Source: an optimization exercise on an open RTL-to-GDS flow (aim: small area). Production flows keep margins and buffers that such runs may drop. In this exercise RTL edits were held to simulation tests only and were not proved equivalent to the original. The clock port is modelled as an ideal driver; clocking choices that lean on that would not hold on a real chip. Power and IR drop assume default switching activity.

==> module led, before the edit <==
module led (
	input wire clk,
	input wire r1,
	input wire r2,
	input wire [31:0] data,  
	input wire [1:0] zero,  
	output reg [7:0] led_segments,
	output reg [7:0] led_enable
);
reg [12:0] c_lo;
reg [2:0] c_hi;
wire lo_z = (c_lo[11:0] == 0);
wire [12:0] lo_step = {c_lo[11:0], c_lo[12] ^ c_lo[3] ^ c_lo[2] ^ c_lo[0] ^ lo_z};
always @(posedge clk) begin
	c_lo <= r1 ? 13'd0 : lo_step;
	c_hi <= r1 ? 3'd0 : c_hi + (c_lo[12] && lo_z);
end
wire [2:0] sel = c_hi - (!c_lo[12] && lo_z);
wire [3:0] digit = r2 ? 4'hf : zero[sel[2]] ? 4'd0 : data[sel*4 +: 4];
localparam [111:0] PAT = {
	7'b000_1110, 7'b000_0110, 7'b010_0001, 7'b100_0110,
	7'b000_0011, 7'b000_1000, 7'b001_0000, 7'b000_0000,
	7'b111_1000, 7'b000_0010, 7'b001_0010, 7'b001_1001,
	7'b011_0000, 7'b010_0100, 7'b111_1001, 7'b100_0000};
wire [6:0] pat = PAT[digit*7 +: 7];
always @(*) begin
	led_enable = 8'hff;
	if (!r1) led_enable[c_hi] = 1'b0;
	led_segments = r1 ? 8'hff : {1'b1, pat};
end
endmodule  
==> module ac4e6_board, before the edit <==
module ac4e6_board (
	input wire clk50,
	input wire [3:0] key,
	input wire [7:0] switch,
	input wire ps2_data,
	input wire ps2_sdck,
	input wire ch340_rx,
	output wire ch340_tx,
	output wire buzzer,
	output wire [7:0] led_segments,
	output wire [7:0] led_enable,
	output wire [2:0] vga_rgb,
	output wire vga_hsync,
	output wire vga_vsync,
	output wire [11:0] led
);
assign buzzer = '1;
assign vga_rgb = '1;
assign vga_hsync = '1;
assign vga_vsync = '1;
assign led = '1;
wire nrst;
assign nrst = key[2];
wire [7:0] uart_q;
wire uart_qv;
uart_rx i_uart_rx(clk50, nrst, ch340_rx, uart_q, uart_qv);
wire [12:0] uart_dbg;
wire uart_dbg_v;
reg r1, r2;
reg [1:0] rxd_d;
always @(posedge clk50) begin
	r1 <= !nrst;
	r2 <= r1;
	rxd_d <= {rxd_d[0], ch340_rx};
end
uart_rx_dbg i_uart_dbg(clk50, !r2, rxd_d[1], uart_dbg, uart_dbg_v);
localparam [2:0] Q_IDLE = 3'b000, Q_NEW = 3'b101, Q_ONE = 3'b100, Q_TWO = 3'b110, Q_NEXT = 3'b001;
reg [7:0] ch340_data;
reg [2:0] q;
wire ch340_data_valid = q[2];
wire ch340_data_ready;
uart_tx i_uart_tx(clk50, nrst, ch340_data, ch340_data_valid, ch340_data_ready, ch340_tx);
always @(posedge clk50) begin
	if (q[0])
		ch340_data <= uart_q;
	if (!nrst)
		q <= Q_IDLE;
	else case (q)
		Q_IDLE: q <= uart_qv ? Q_NEW : Q_IDLE;
		Q_NEW: q <= ch340_data_ready ? Q_IDLE : Q_ONE;
		Q_ONE: q <= ch340_data_ready ? (uart_qv ? Q_NEXT : Q_IDLE) : (uart_qv ? Q_TWO : Q_ONE);
		Q_TWO: q <= ch340_data_ready ? Q_NEXT : Q_TWO;
		default: q <= Q_ONE;  
	endcase
end
reg [12:0] led_lo, led_hi;
reg z_lo, z_hi;
led i_led(clk50, r1, r2, {3'b0, led_hi, 3'b0, led_lo}, {z_hi, z_lo}, led_segments, led_enable);
always @(posedge clk50) begin
	if (uart_dbg_v) begin
		led_lo <= uart_dbg;
		led_hi <= led_lo;
	end
	if (r2) begin
		z_lo <= 1;
		z_hi <= 1;
	end else if (uart_dbg_v) begin
		z_lo <= 0;
		z_hi <= z_lo;
	end
end
endmodule  
Settings: LEC_CHECK=0, CAP_MARGIN=20, CORE_MARGIN=2, CORE_UTILIZATION=70, SLEW_MARGIN=20; clock period 20.0 ns.
standard.sh (not shown) runs the stock make flow with config.mk's settings and CLKGATE_MAP_FILE= SYNTH_SCRIPT=/design/flow/synth_recipe.tcl, a recipe that flattens the netlist after the stock synthesis.
==> flow/flow/run.sh <==
#!/bin/bash
# The standard ORFS layout (standard.sh: synthesis, floorplan, power grid,
# placement and routing), with these changes:
#  - after the standard synthesis, its combinational cells are mapped again
#    for area by flow/remap.sh (flip-flops and tie cells kept as they are);
#    the standard netlist is kept as 1_2_yosys_standard.v,
#  - clock tree: clkbuf_4 buffers and no dummy loads; afterwards each leaf
#    clock buffer gets the smallest clkbuf size that keeps its flip-flop clock
#    pins' slew under 95 ps, and every other cell is given the smallest
#    equivalent cell that keeps timing and slew/capacitance limits
#    (flow/post_cts.tcl, run as ORFS's POST_CTS_TCL),
#  - port buffers: buf_1 cells,
#  - constant outputs: one tie cell per value instead of one per port.
# The make output goes to standard_flow.log; ORFS's per-step logs are under orfs/logs.
set -euo pipefail
export CTS_ARGS="-sink_clustering_enable -repair_clock_nets -dont_use_dummy_load -buf_list sky130_fd_sc_hd__clkbuf_4"
export POST_CTS_TCL="$(pwd)/flow/post_cts.tcl"
export BUFFER_PORTS_ARGS="-buffer_cell sky130_fd_sc_hd__buf_1"
export SKIP_REPAIR_TIE_FANOUT=1
R=$(pwd)/orfs/results/sky130hd/ac4e6_board/base
bash standard.sh "$R/1_2_yosys.v" > standard_synth.log 2>&1
cp "$R/1_2_yosys.v" "$R/1_2_yosys_standard.v"
bash flow/remap.sh "$R/1_2_yosys_standard.v" "$R/1_2_yosys.v" > remap.log 2>&1
bash standard.sh finish > standard_flow.log 2>&1
Other scripts of this flow, unchanged in this note and not shown: flow/flow/post_cts.tcl, flow/flow/remap.sh
The starting point finished with timing, DRC and antenna clean.
Change:
--- a/flow/design.v
+++ b/flow/design.v
@@ -89,33 +89,41 @@
 	end
 end
 endmodule  
 module led (
 	input wire clk,
-	input wire r1,
-	input wire r2,
+	input wire nrst,
 	input wire [31:0] data,  
 	input wire [1:0] zero,  
 	output reg [7:0] led_segments,
 	output reg [7:0] led_enable
 );
 reg [12:0] c_lo;
 reg [2:0] c_hi;
+reg r1;
+reg [3:0] digit;
+reg [3:0] digit_d;
 wire lo_z = (c_lo[11:0] == 0);
 wire [12:0] lo_step = {c_lo[11:0], c_lo[12] ^ c_lo[3] ^ c_lo[2] ^ c_lo[0] ^ lo_z};
+wire [12:0] cnt_lo = r1 ? 13'd0 : lo_step;
+wire [2:0] cnt_hi = r1 ? 3'd0 : c_hi + (c_lo[12] && lo_z);
 always @(posedge clk) begin
-	c_lo <= r1 ? 13'd0 : lo_step;
-	c_hi <= r1 ? 3'd0 : c_hi + (c_lo[12] && lo_z);
+	r1 <= !nrst;
+	c_lo <= cnt_lo;
+	c_hi <= cnt_hi;
+	digit_d <= digit;
+	if (!nrst)
+		digit <= 4'hf;
+	else
+		digit <= zero[cnt_hi[2]] ? 4'd0 : data[cnt_hi*4 +: 4];
 end
-wire [2:0] sel = c_hi - (!c_lo[12] && lo_z);
-wire [3:0] digit = r2 ? 4'hf : zero[sel[2]] ? 4'd0 : data[sel*4 +: 4];
 localparam [111:0] PAT = {
 	7'b000_1110, 7'b000_0110, 7'b010_0001, 7'b100_0110,
 	7'b000_0011, 7'b000_1000, 7'b001_0000, 7'b000_0000,
 	7'b111_1000, 7'b000_0010, 7'b001_0010, 7'b001_1001,
 	7'b011_0000, 7'b010_0100, 7'b111_1001, 7'b100_0000};
-wire [6:0] pat = PAT[digit*7 +: 7];
+wire [6:0] pat = PAT[digit_d*7 +: 7];
 always @(*) begin
 	led_enable = 8'hff;
 	if (!r1) led_enable[c_hi] = 1'b0;
 	led_segments = r1 ? 8'hff : {1'b1, pat};
 end
@@ -146,18 +154,11 @@
 wire [7:0] uart_q;
 wire uart_qv;
 uart_rx i_uart_rx(clk50, nrst, ch340_rx, uart_q, uart_qv);
 wire [12:0] uart_dbg;
 wire uart_dbg_v;
-reg r1, r2;
-reg [1:0] rxd_d;
-always @(posedge clk50) begin
-	r1 <= !nrst;
-	r2 <= r1;
-	rxd_d <= {rxd_d[0], ch340_rx};
-end
-uart_rx_dbg i_uart_dbg(clk50, !r2, rxd_d[1], uart_dbg, uart_dbg_v);
+uart_rx_dbg i_uart_dbg(clk50, nrst, ch340_rx, uart_dbg, uart_dbg_v);
 localparam [2:0] Q_IDLE = 3'b000, Q_NEW = 3'b101, Q_ONE = 3'b100, Q_TWO = 3'b110, Q_NEXT = 3'b001;
 reg [7:0] ch340_data;
 reg [2:0] q;
 wire ch340_data_valid = q[2];
 wire ch340_data_ready;
@@ -175,17 +176,17 @@
 		default: q <= Q_ONE;  
 	endcase
 end
 reg [12:0] led_lo, led_hi;
 reg z_lo, z_hi;
-led i_led(clk50, r1, r2, {3'b0, led_hi, 3'b0, led_lo}, {z_hi, z_lo}, led_segments, led_enable);
+led i_led(clk50, nrst, {3'b0, led_hi, 3'b0, led_lo}, {z_hi, z_lo}, led_segments, led_enable);
 always @(posedge clk50) begin
 	if (uart_dbg_v) begin
 		led_lo <= uart_dbg;
 		led_hi <= led_lo;
 	end
-	if (r2) begin
+	if (!nrst) begin
 		z_lo <= 1;
 		z_hi <= 1;
 	end else if (uart_dbg_v) begin
 		z_lo <= 0;
 		z_hi <= z_lo;
Effect:
- The new run finished with timing, DRC and antenna clean
- die area goes up by 0.46%
- non-clock buffer count grows by 2
- total power came out lower by 1.7%
- cell count increases by 0.39%
- worst hold slack is worse by 0.0033 ns
- synthesized cell count stays the same
- flip-flop and latch count came out higher by 5
- count of clock-buffer cells in the layout is unchanged
- global-route usage fell by 1.5 points
- critical path depth is lower by 12
- sequential power rises by about 4%

========
Another version of the RTL of ac4e6_board (not shown whole).
For scale: roughly 390 cells after synthesis, roughly 51 I/O pins, about 4300 um^2 of cells after synthesis.
==> module uart_tx, before the edit <==
module uart_tx (
	input wire clk,
	input wire nrst,
	input wire [7:0] data,
	input wire data_valid,
	output reg data_ready,
	output reg txd
);
localparam [12:0] L_N = 13'd339;
reg [12:0] cnt;
reg [3:0] ph;
wire idle = (ph == 0);
wire cnt0 = (cnt == 0);
wire [12:0] cnt_step = {cnt[11:0], cnt[12] ^ cnt[2] ^ (cnt[12] && cnt[11:0] == 0)};
wire [3:0] bi = ph - 4'd1;
always @(posedge clk) begin
	cnt <= (idle || cnt0) ? L_N : cnt_step;
	if (!nrst) begin
		ph <= 0;
		data_ready <= 0;
		txd <= 1;
	end else if (idle) begin
		if (data_valid) begin
			ph <= 1;
			txd <= 0;
		end
	end else if (cnt0) begin
		if (ph == 10) begin
			ph <= 0;
			data_ready <= 1;
		end else begin
			ph <= ph + 1;
			txd <= (ph == 9) ? 1'b1 : data[bi[2:0]];
		end
	end
end
endmodule  
export LEC_CHECK = 0
export CAP_MARGIN = 20
export CORE_MARGIN = 2
export CORE_UTILIZATION = 70
export SLEW_MARGIN = 20
create_clock -name core_clock -period 20.0 [get_ports {clk50}]
Scripts as last shown in full above: flow/flow/run.sh
Other scripts of this flow, unchanged in this note and not shown: flow/flow/post_cts.tcl, flow/flow/remap.sh
Edit:
--- a/flow/design.v
+++ b/flow/design.v
@@ -65,29 +65,27 @@
 localparam [12:0] L_N = 13'd339;
 reg [12:0] cnt;
 reg [3:0] ph;
-wire idle = (ph == 0);
+wire idle = (ph == 1);
 wire cnt0 = (cnt == 0);
 wire [12:0] cnt_step = {cnt[11:0], cnt[12] ^ cnt[2] ^ (cnt[12] && cnt[11:0] == 0)};
-wire [3:0] bi = ph - 4'd1;
+wire [3:0] ph_inc = ph + 4'd1;
 always @(posedge clk) begin
 	cnt <= (idle || cnt0) ? L_N : cnt_step;
 	if (!nrst) begin
-		ph <= 0;
+		ph <= 1;
 		data_ready <= 0;
 		txd <= 1;
 	end else if (idle) begin
 		if (data_valid) begin
-			ph <= 1;
+			ph <= 7;
 			txd <= 0;
 		end
 	end else if (cnt0) begin
-		if (ph == 10) begin
-			ph <= 0;
+		ph <= ph_inc;
+		if (ph == 0)
 			data_ready <= 1;
-		end else begin
-			ph <= ph + 1;
-			txd <= (ph == 9) ? 1'b1 : data[bi[2:0]];
-		end
+		else
+			txd <= ph_inc[3] ? data[ph_inc[2:0]] : 1'b1;
 	end
 end
 endmodule  
After rerunning: The new run completed without violations; first-iteration DRC count goes down by about 24%; global-route usage goes down by 1.3 points; cell count goes up by about 3%; total power goes down by about 2.7%; hold slack gains 0.0068 ns; area after synthesis barely changes; worst setup slack gains 0.26 ns; die area is about the same.

what the ideal ports hide:
Ports are ideal in the flow. The routed layouts listed here were re-timed in OpenROAD.
Step 1 (the two cells are an assumption about what drives the block):
set clk [get_ports {clk50}]
set_driving_cell -lib_cell sky130_fd_sc_hd__clkbuf_16 $clk
set_driving_cell -lib_cell sky130_fd_sc_hd__buf_2 [delete_from_list [all_inputs] $clk]
Step 2 adds t to the input delays and takes it off the output delays; t is the mean of the earliest and latest rising clock arrival at the registers after step 1. Input paths then give back, and output paths get back, about the clock's delay inside the block.
a / b / c = ideal ports / drivers / drivers and shift; a / b = the first two.
run | shift t [ns] | slack for setup (ns) | hold WS [ns] | slew at the worst register clock pin (ns) | worst data-port slew with drivers (ns)
the first run of note 1 | 0.503 | 11.690 / 11.665 / 12.168 | 0.332 / 0.332 / 0.332 | 0.09 / 0.09 | 0.03
the second run of note 1 | 0.497 | 14.017 / 13.990 / 13.867 | 0.329 / 0.329 / 0.329 | 0.09 / 0.09 | 0.03
the first run of note 2 | 0.498 | 12.037 / 12.008 / 12.506 | 0.324 / 0.324 / 0.324 | 0.09 / 0.09 | 0.03
the second run of note 2 | 0.514 | 12.300 / 12.271 / 12.785 | 0.331 / 0.331 / 0.331 | 0.10 / 0.10 | 0.03
After both steps setup and hold are still met in every run listed. For the second run of note 1, which loses most, drivers alone change the setup slack by -0.027 ns; drivers and shift together by -0.150 ns.
